This is an optimization exercise on Yosys and OpenROAD, whose aim is small area, a short achievable clock period and few clock cycles, not a production implementation.
The RTL was checked by simulation tests, not by an equivalence proof against the original design.

== job 6480 ==
## hash
module hash (
  input CLK
, input RST
, input enable
, input onloop
, input [7:0] wcount       
, input [7:0] word         
, input [7:0] key_length   
, input [7:0] interval
, output reg valid
, output reg[31:0] hashkey
);
reg       i_v;             
reg       i_last;          
reg       i_rst;           
reg [7:0] i_b;
reg [7:0] i_len, i_iv;
always @(posedge CLK) begin
  i_v    <= enable & ~RST;
  i_last <= (wcount == 8'd1);
  i_rst  <= RST;
  i_b    <= word;
  i_len  <= key_length;
  i_iv   <= interval;
end
reg [8:0] s9;
always @(posedge CLK) s9 <= {1'b0, i_len} + {1'b0, i_iv};
wire [31:0] init = 32'hDEADBEEF + {23'b0, s9};
reg [3:0] pos;             
reg       fresh;           
reg       op_last;         
reg [1:0] op_lane;         
reg       op_fresh;        
reg       mb;              
reg       f1v, f2v;        
wire lane_a = (pos[3:2] == 2'd0);
wire lane_b = (pos[3:2] == 2'd1);
wire p3     = (pos[1:0] == 2'd3);
wire p10    = (pos == 4'd10);
wire p11    = (pos == 4'd11);
wire nl     = i_v & ~i_last;
wire ev_wa  = nl & p3 & lane_a;               
wire ev_wb  = nl & p3 & lane_b;               
wire ev_wc  = nl & p10;                       
wire ev_ma  = nl & p11;                       
always @(posedge CLK) begin
  if (i_rst) begin
    pos     <= 4'd0;
    fresh   <= 1'b1;
    op_last <= 1'b0;
    mb      <= 1'b0;
    f1v     <= 1'b0;
    f2v     <= 1'b0;
  end else begin
    if (i_v) begin
      pos   <= (i_last | p11) ? 4'd0 : pos + 4'd1;
      if (i_last)     fresh <= 1'b1;
      else if (ev_wa) fresh <= 1'b0;
    end
    op_last  <= i_v & i_last;
    op_lane  <= pos[3:2];
    op_fresh <= fresh;
    mb       <= ev_ma;
    f1v      <= op_last;
    f2v      <= f1v;
  end
end
reg [31:0] w;
always @(posedge CLK) begin
  if (i_v) begin
    case (pos[1:0])
      2'd0: w <= {24'b0, i_b};
      2'd1: w[15:8]  <= i_b;
      2'd2: w[23:16] <= i_b;
      2'd3: w <= p11 ? {i_b, 24'b0} : {i_b, w[23:0]};
    endcase
  end
end
reg [31:0] sa, sb, sc;
wire [31:0] w_eff = ev_wc ? {8'b0, i_b, w[15:0]} : {i_b, w[23:0]};
wire        bt_add = ev_wa | ev_wb | ev_wc;
wire [31:0] add_x = op_last ? (op_fresh ? init :
                               op_lane == 2'd0 ? sa :
                               op_lane == 2'd1 ? sb : sc)
                            : (fresh ? init : ev_wa ? sa : ev_wb ? sb : sc);
  ...
Settings: LEC_CHECK=0, CAP_MARGIN=20, CORE_MARGIN=2, CORE_UTILIZATION=40, SLEW_MARGIN=20; clock period 40.0 ns.
run.sh (not shown) runs the stock make flow with config.mk's settings and CLKGATE_MAP_FILE= SYNTH_SCRIPT=/design/flow/synth_recipe.tcl, a recipe that flattens the netlist after the stock synthesis.
Testbench counts of job 6480, summed over its fixed seeds: cycles 83,896.
For job 2659, these inputs were changed with respect to job 6480:
==> flow/flow/run.sh (new file) <==
#!/bin/bash
# Layout flow: the standard ORFS flow with a custom synthesis mapping
# (flow/synth.tcl, flow/abc.script) and timing repair aimed at a tighter
# setup target than the clock period. Each tool's output goes to a log here.
set -euo pipefail
W=$(pwd)
export FLOW_DIR=$W/flow
MARGIN=${FLOW_SETUP_MARGIN:-31}
VARS=(DESIGN_CONFIG=$W/config.mk WORK_HOME=$W/orfs CLKGATE_MAP_FILE=
      SYNTH_SCRIPT=$W/flow/synth.tcl)
make -C "$FLOW_HOME" "${VARS[@]}" synth > "$W/synth.log" 2>&1
make -C "$FLOW_HOME" "${VARS[@]}" SETUP_SLACK_MARGIN=$MARGIN \
  "BUFFER_PORTS_ARGS=-buffer_cell sky130_fd_sc_hd__buf_2" finish > "$W/layout.log" 2>&1
R=$W/orfs/results/$FLOW_PLATFORM/hash/base
: # left out here: write the final layout as DEF
==> flow/flow/abc.script (new file) <==
strash
dch
amap
topo
stime -c
buffer -c
upsize -c
dnsize -c
==> flow/flow/synth.tcl (new file) <==
proc synth {args} { yosys synth -nofsm -noshare {*}$args }
proc abc {args} {
  set i [lsearch -exact $args -script]
  if {$i >= 0} { set args [lreplace $args $i [expr {$i+1}] -script $::env(FLOW_DIR)/abc.script] }
  set i [lsearch -exact $args -D]
  if {$i >= 0} { set args [lreplace $args $i [expr {$i+1}]] }
  puts "flow: abc $args"
  yosys abc {*}$args
}
proc extract_fa {args} { puts "flow: extract_fa skipped" }
source $::env(SCRIPTS_DIR)/synth.tcl
# left out here: clear keep_hierarchy, flatten, clean up, hide names made inside functions, write 1_2_yosys.v
==> flow/standard.sh (new file) <==
#!/bin/bash
# synth_recipe.tcl (not shown) runs the flow's synth.tcl, then flattens the netlist and writes it again
# the make line also repeats each setting of config.mk as NAME=value (left out here)
make -C /OpenROAD-flow-scripts/flow DESIGN_CONFIG=/design/flow/config.mk WORK_HOME=/design/flow/orfs CLKGATE_MAP_FILE= SYNTH_SCRIPT=/design/flow/synth_recipe.tcl "${@:-finish}"
removed: flow/run.sh
[summary]
The combinational family with the most area after synthesis comes out compound AO/OA/AOI/OAI gates in one run and adder cells in the other, namely in job 2659 and job 6480 respectively.
End point of the critical path: valid -> job 2659, tc[31] -> job 6480
The core of job 2659 is more densely filled than that of job 6480.
Critical-path cell with the highest stage delay: sky130_fd_sc_hd__dfxtp_1 -> job 2659, sky130_fd_sc_hd__o31ai_1 -> job 6480
Routability congestion estimate from global placement up 1.5% in job 2659 wrt job 6480
Diff job 6480..job 2659 | setup total negative slack | unchanged
Input-level comparison between job 1674 and job 2659:
==> flow/run.sh (new file) <==
#!/bin/bash
# synth_recipe.tcl (not shown) runs the flow's synth.tcl, then flattens the netlist and writes it again
# the make line also repeats each setting of config.mk as NAME=value (left out here)
make -C /OpenROAD-flow-scripts/flow DESIGN_CONFIG=/design/flow/config.mk WORK_HOME=/design/flow/orfs CLKGATE_MAP_FILE= SYNTH_SCRIPT=/design/flow/synth_recipe.tcl finish
-- flow/config.mk --
<<< job 2659, line 6
export NUM_CORES = 8
export LEC_CHECK = 0
export CAP_MARGIN = 20
export CORE_MARGIN = 2
>>> job 1674, line 6
export NUM_CORES = 8
export LEC_CHECK = 0
export ABC_AREA = 1
export CAP_MARGIN = 20
export CORE_MARGIN = 2
removed: flow/flow/run.sh
removed: flow/flow/abc.script
removed: flow/flow/synth.tcl
removed: flow/standard.sh
Findings:
- Most common cell after layout, fill and taps aside = sky130_fd_sc_hd__nor2_1: job 2659; most common cell after layout, fill and taps aside = sky130_fd_sc_hd__nand2_1: job 1674
- Side by side, global-route met1 utilization turned out lower in job 1674 than in job 2659.
- For the required time reported for the critical path endpoint, job 1674 came in 8.43 ns higher than job 2659 did.
- Between job 2659 and job 1674, the share of the core filled with cells is higher for job 2659.

[separate check: timing with driven ports]
No port has a modelled driver above. Below, the same layouts with a new extraction and two added sets of constraints. Step 1 (the two cells are an assumption about what drives the block):
set clk [get_ports {CLK}]
set_driving_cell -lib_cell sky130_fd_sc_hd__clkbuf_16 $clk
set_driving_cell -lib_cell sky130_fd_sc_hd__buf_2 [delete_from_list [all_inputs] $clk]
Step 2 moves the port delays by t, midway between the first and last clock arrival at a register: inputs arrive t later, outputs are due t later. That takes back most of the time a late clock gives input paths. Three values: ideal, step 1, step 2; two values: the first two.
run | shift t [ns] | setup WS [ns] | worst setup path at the end | slew at the worst register clock pin (ns) | worst slew at a driven data input, ns
job 6480 | 0.631 | 28.956 / 28.956 / 28.956 | register to register | 0.07 / 0.07 | 0.04
job 2659 | 0.659 | 30.986 / 30.911 / 31.098 | input to register | 0.07 / 0.07 | 0.04
job 1674 | 0.638 | 30.231 / 30.231 / 30.231 | register to register | 0.07 / 0.07 | 0.06
After both steps every run listed still meets setup and hold.
